Source: an optimization exercise on an open RTL-to-GDS flow (aim: small area). Production flows keep margins and buffers that such runs may drop. Power figures rest on the tool's default switching activity, not on a simulated workload.

==> inputs of job 9719 <==
==> flow/design.v (excerpt) <==
module tasks2do (
   input             clk8,
   input             reset8,
   input             ce1,
   input      [3:0]  cmd_inst,
   input      [27:0] cmd_data,
   input             timeout_done,
   input             prog_busy,
   input             frame_busy,
   input             neo_busy,
   input             disp_sel_n,
   output reg        frame_start,
   output reg [25:0] frame_data,
   output reg        shared_done,
   output     [7:0]  neo_size,
   output     [1:0]  disp_addr,
   output            chng_disp
);
export LEC_CHECK = 0
export CAP_MARGIN = 20
export CORE_MARGIN = 2
export CORE_UTILIZATION = 80
export SLEW_MARGIN = 20
create_clock -name core_clock -period 10.0 [get_ports {clk8}]
standard.sh (not shown) runs the stock make flow with config.mk's settings and CLKGATE_MAP_FILE= SYNTH_SCRIPT=/design/flow/synth_recipe.tcl, a recipe that flattens the netlist after the stock synthesis.
==> flow/flow/run.sh <==
#!/bin/bash
# Layout: the standard flow (standard.sh), with two changes passed to
# ORFS through its own variables: the port buffers are buf_1 cells, and the
# clock tree uses clkbuf_16 cells on clusters of up to 28 flip-flops without
# dummy loads.  The whole output goes to standard.log here; ORFS keeps each
# step's log under orfs/logs.
set -euo pipefail
export BUFFER_PORTS_ARGS="-buffer_cell sky130_fd_sc_hd__buf_1"
export CTS_ARGS="-sink_clustering_enable -repair_clock_nets -sink_clustering_size 28 -sink_clustering_max_diameter 100 -buf_list sky130_fd_sc_hd__clkbuf_16 -dont_use_dummy_load"
bash standard.sh > standard.log 2>&1
==> job 5184: changes against job 9719 <==
--- a/flow/design.v
+++ b/flow/design.v
@@ -266,26 +266,31 @@
       end
    end
    always @(posedge clk8)
       pb_dly <= prog_busy;
    wire [7:0] size = (step == 8'h00) ? 8'h01 : step;
    wire [7:0] leap = count + size;
-   wire [7:0] lm24 = leap - TOTAL_LITES;                   
-   wire [8:0] diff = {1'b0, count} - {1'b0, size};         
    always @(posedge clk8) begin
       if (reset8 || prog_busy)
          count <= 8'h00;
       else if (cnt_en) begin
          if (cnt_clear || pb_dly)
             count <= 8'h00;
          else if (fading)
             count <= count;
-         else if (cnt_up)
-            count <= (leap > TOTAL_MINUS1) ? lm24 : leap;
-         else
-            count <= diff[8] ? 8'h00 - lm24 : diff[7:0];    
+         else if (cnt_up) begin
+            if (leap > TOTAL_MINUS1)
+               count <= leap - TOTAL_LITES;
+            else
+               count <= leap;
+         end else begin
+            if (count >= size)
+               count <= count - size;
+            else
+               count <= TOTAL_LITES - leap;
+         end
       end
    end
 endmodule
 module rainbow (
    input             clk8,
    input             reset8,
@@ -378,12 +383,13 @@
    reg [1:0] incr_c;      
    reg [1:0] min_c;       
    reg [1:0] up_c;        
    reg [1:0] maxup_c;     
    reg [1:0] lo_c;        
    reg [1:0] lel_c;       
+   reg [1:0] lei_c;
    wire cnt_en = (fadesm == DONE);
    assign fade_done = (fadesm == INITD);
    assign fade_en   = main_en;
    assign fade_data = count;
    function [7:0] pow2;
       input [1:0] c;
@@ -408,13 +414,13 @@
       endcase
    endfunction
    wire [7:0] incr2    = pow2(incr_c);
    wire [7:0] cnt_min  = pow2(min_c);
    wire [7:0] cnt_max  = uplim_of(maxup_c) - cnt_min;
    wire [7:0] lolim    = lolim_of(lo_c);
-   wire [7:0] loestlim = lolim_of(lel_c) - (fade_done ? cnt_min : incr2);
+   wire [7:0] loestlim = lolim_of(lel_c) - pow2(lei_c);
    always @(posedge clk8) begin
       if (reset8) begin
          main_en   <= 1'b0;
          fadesm    <= INIT;
       end else begin
          case (fadesm)
@@ -481,16 +487,19 @@
          maxup_c <= up_c;
          min_c   <= incr_c;
          lo_c    <= cnt_lolim;
       end
    end
    always @(posedge clk8) begin
-      if (reset8)
+      if (reset8) begin
          lel_c <= 2'b00;
-      else if (fade_done)
+         lei_c <= 2'b00;
+      end else if (fade_done) begin
          lel_c <= lo_c;
+         lei_c <= incr_c;
+      end
    end
 endmodule
 module set_lites (
    input             clk8,
    input             reset8,
    input             frame_busy,
@@ -532,12 +541,13 @@
    reg [11:0] color;
    reg        calc_randnum;
    reg        addr64;
    reg        col_done;
    reg        random_en;
    reg [11:0] random;
+   reg [11:0] nx_color;
    wire       feedback = ~(random[10] ^ random[9]);
    reg [1:0]  palsm;
    reg [3:0]  pal_addr;
    reg [11:0] pal_color;
    reg        pal_done;
    reg [191:0] palette;
@@ -627,16 +637,20 @@
       if (reset8)
          random <= 12'h563;
       else if (calc_randnum)
          random <= {random[10:0], feedback};
    end
    always @(posedge clk8) begin
+      if (setsm == S_COLOR)
+         nx_color <= palette[random[3:0]*12 +: 12];
+   end
+   always @(posedge clk8) begin
       if (reset8)
          color <= 12'd0;
-      else if (setsm == S_COLOR && color_lat[0])
-         color <= palette[random[3:0]*12 +: 12];
+      else if (go1 && color_lat[0])
+         color <= nx_color;
    end
    always @(posedge clk8) begin
       if (reset8)
          rand_addr <= 6'd0;
       else if (go1 && addr64) begin
          if (random[9:4] <= 6'd24)
@@ -717,26 +731,34 @@
    localparam i_start = 3'd1;
    localparam i_addr  = 3'd2;
    localparam i_loop  = 3'd3;
    localparam i_iter  = 3'd4;
    localparam i_next  = 3'd5;
    localparam i_pause = 3'd6;
+   localparam c_init  = 3'd0;
+   localparam c_num   = 3'd1;
+   localparam c_color = 3'd2;
+   localparam c_mix   = 3'd3;
+   localparam c_wait1 = 3'd4;   
+   localparam c_wait  = 3'd5;
    reg [3:0] mainsm;
    reg [2:0] num_lites;
    reg [7:0] brite;
    reg [4:0] address;
    reg [1:0] cmp;
    reg [2:0] iteraysm;
    reg       iteray_en;
    reg       iteray_done;
    reg [2:0] snap_lites;
    reg       snap_valid;
    reg [4:0] iteray;
    reg       iteray_up;
+   reg [2:0]  colorsm;
    reg [11:0] random;
    reg [2:0]  col_code;
+   reg [2:0] d_code;
    wire calc_lim  = (mainsm == s_cmp);
    wire sel_color = (mainsm == s_go1);
    wire calc_addr = (mainsm == s_cmd1);
    assign l2r_go   = (mainsm == s_go) | (mainsm == s_busy1);
    assign l2r_done = calc_addr;
    wire feedback = random[10] ~^ random[9];
@@ -846,41 +868,59 @@
                iteray <= iteray - 1'b1;
          end
       end
    end
    always @(posedge clk8) begin
       if (reset8)
+         colorsm <= c_init;
+      else
+         case (colorsm)
+            c_init:  if (address[4]) colorsm <= c_num;
+            c_num:   colorsm <= c_color;
+            c_color: colorsm <= c_mix;
+            c_mix:   colorsm <= c_wait1;
+            c_wait1, c_wait:
+               colorsm <= address[4] ? c_wait : c_init;
+            default: colorsm <= c_init;
+         endcase
+   end
+   always @(posedge clk8) begin
+      if (reset8)
          random <= 12'h563;
-      else if (calc_addr && address == 5'd15)
+      else if (colorsm == c_color)
          random <= {random[10:0], feedback};
    end
    always @(posedge clk8) begin
       if (reset8)
          col_code <= 3'b000;
       else if (iteray_done)
          col_code <= {1'b1, random[11:10]};
    end
+   always @(posedge clk8) begin
+      if (sel_color)
+         d_code <= col_code;
+   end
    reg [11:0] d_color;
    always @(*) begin
       case (cmp)
          2'b01:  
-            casez (col_code)
+            casez (d_code)
                3'b0??:  d_color = 12'h0F0;
                3'b100, 3'b101: d_color = 12'h00F;
                3'b110:  d_color = 12'h80F;
                default: d_color = 12'h0F0;
             endcase
          2'b10:  
-            casez (col_code)
+            casez (d_code)
                3'b0??:  d_color = 12'h00F;
                3'b100:  d_color = 12'h080;
                3'b110:  d_color = 12'h08F;
                default: d_color = 12'h800;
             endcase
          2'b11:  
-            casez (col_code)
+            casez (d_code)
                3'b0??:  d_color = 12'h0FF;
                3'b100:  d_color = 12'h08F;
                3'b101:  d_color = 12'h80F;
                3'b110:  d_color = 12'h88F;
                default: d_color = 12'h8F0;
             endcase
@@ -960,16 +1000,18 @@
       .rbow_done(rbow_done));
    star_sw neo_sw_0 (
       .clk8(clk8), .ce1(ce1), .reset8(reset8), .psh_butt(psh_butt),
       .disp_addr(disp_addr), .chng_disp(chng_disp));
    always @(posedge clk8) begin
       if (reset8) begin
+         frame_start <= 1'b0;
          f_start_int <= 1'b0;
          shared_done <= 1'b0;
          latch_sel   <= 2'd0;
       end else begin
+         frame_start <= f_start_int;
          if (init_go || set_go || l2r_go) begin
             f_start_int <= 1'b1;
             latch_sel   <= (init_go & ~set_go & ~l2r_go) ? 2'd1 :
                            (set_go & ~init_go & ~l2r_go) ? 2'd2 :
                            (l2r_go & ~init_go & ~set_go) ? 2'd3 : 2'd0;
          end else if (init_done || set_done || chase_done || pause_done ||
@@ -980,15 +1022,18 @@
             f_start_int <= 1'b0;
             shared_done <= 1'b0;
          end
       end
    end
    always @(posedge clk8) begin
-      frame_start <= f_start_int;
-      case (latch_sel)
-         2'd1:    frame_data <= init_data;
-         2'd2:    frame_data <= set_data;
-         2'd3:    frame_data <= l2r_data;
-         default: frame_data <= 26'd0;
-      endcase
+      if (reset8)
+         frame_data <= 26'd0;
+      else begin
+         case (latch_sel)
+            2'd1:    frame_data <= init_data;
+            2'd2:    frame_data <= set_data;
+            2'd3:    frame_data <= l2r_data;
+            default: frame_data <= 26'd0;
+         endcase
+      end
    end
 endmodule
==> flow/run.sh (new file) <==
#!/bin/bash
# synth_recipe.tcl (not shown) runs the flow's synth.tcl, then flattens the netlist and writes it again
# the make line also repeats each setting of config.mk as NAME=value (left out here)
make -C /OpenROAD-flow-scripts/flow DESIGN_CONFIG=/design/flow/config.mk WORK_HOME=/design/flow/orfs CLKGATE_MAP_FILE= SYNTH_SCRIPT=/design/flow/synth_recipe.tcl finish
==> flow/config.mk (replaced) <==
export PLATFORM = sky130hd
export DESIGN_NAME = tasks2do
export DESIGN_NICKNAME = tasks2do
export VERILOG_FILES = /design/flow/design.v
export SDC_FILE = /design/flow/constraint.sdc
export NUM_CORES = 4
export LEC_CHECK = 0
export CAP_MARGIN = 20
export CORE_MARGIN = 2
export CORE_UTILIZATION = 70
export CTS_BUF_LIST = sky130_fd_sc_hd__clkbuf_16
export CTS_CLUSTER_DIAMETER = 100
export CTS_CLUSTER_SIZE = 28
export SLEW_MARGIN = 20
removed: flow/flow/run.sh
removed: flow/standard.sh
==> qor summary <==
quantity                                                             job 9719                 job 5184
Result of the run                                     complete, no violations  complete, no violations
First-pass GRT wire length                                            90.9 mm                  85.7 mm
Seq Cell Count                                                            492                      512
Layout fillers                                                           1584                     2254
Effective utilization at floorplan                                      0.806                    0.709
Routed wl met2                                                        29.0 mm                  25.9 mm
Pin count of the biggest net entering global routing                       90                       84
# clk buffers                                                              21                       22
Final antenna diode count                                                   5                        0
Std-Cell Core Area                                                29500 sq um              34500 sq um
Detail Route met3 WL                                                  5.47 mm                  3.66 mm
Area after DPL                                                    24100 sq um              25400 sq um
Final clock skew                                                      43.2 ps                  20.7 ps
Total routing usage reported by global routing                          0.385                    0.302
Height of the chip                                                     176 um                   191 um
Maximum frequency from static timing analysis                         238 MHz                  250 MHz
Comb. pwr                                                          0.000802 W               0.000607 W
Clock distribution area overhead in the final layout                   0.0213                   0.0248
Startpoint kind of the worst setup timing path                      input pin                flip-flop
No run of this note included a check of the RTL's function; only the layout flow was run.

==> re-timing with driven ports <==
The results above use ideal ports. As a check the final layouts listed here were re-extracted and re-timed, cells and wires unchanged. Step 1 assumes that a clkbuf_16 drives the clock port and a buf_2 every other input. Step 2 times the ports against the registers' clock, not the clock port: input delays grow and output delays shrink by t, the midpoint of the rising clock arrivals with the driver on. Slacks: no drivers / after step 1 / after step 2; pairs: no drivers / after step 1.
| run | t, ns | setup slack, ns | hold WS [ns] | latest minus earliest clock arrival (ns) |
|---|---|---|---|---|
| job 9719 | 0.600 | 5.795 / 5.734 / 5.134 | 0.372 / 0.372 / 0.372 | 0.043 / 0.044 |
| job 5184 | 0.619 | 6.001 / 5.944 / 5.578 | 0.456 / 0.456 / 0.456 | 0.021 / 0.020 |
After both steps every run listed still meets setup and hold. The setup slack of job 9719, which loses most, moves by -0.061 ns with the drivers and by -0.661 ns with both steps.
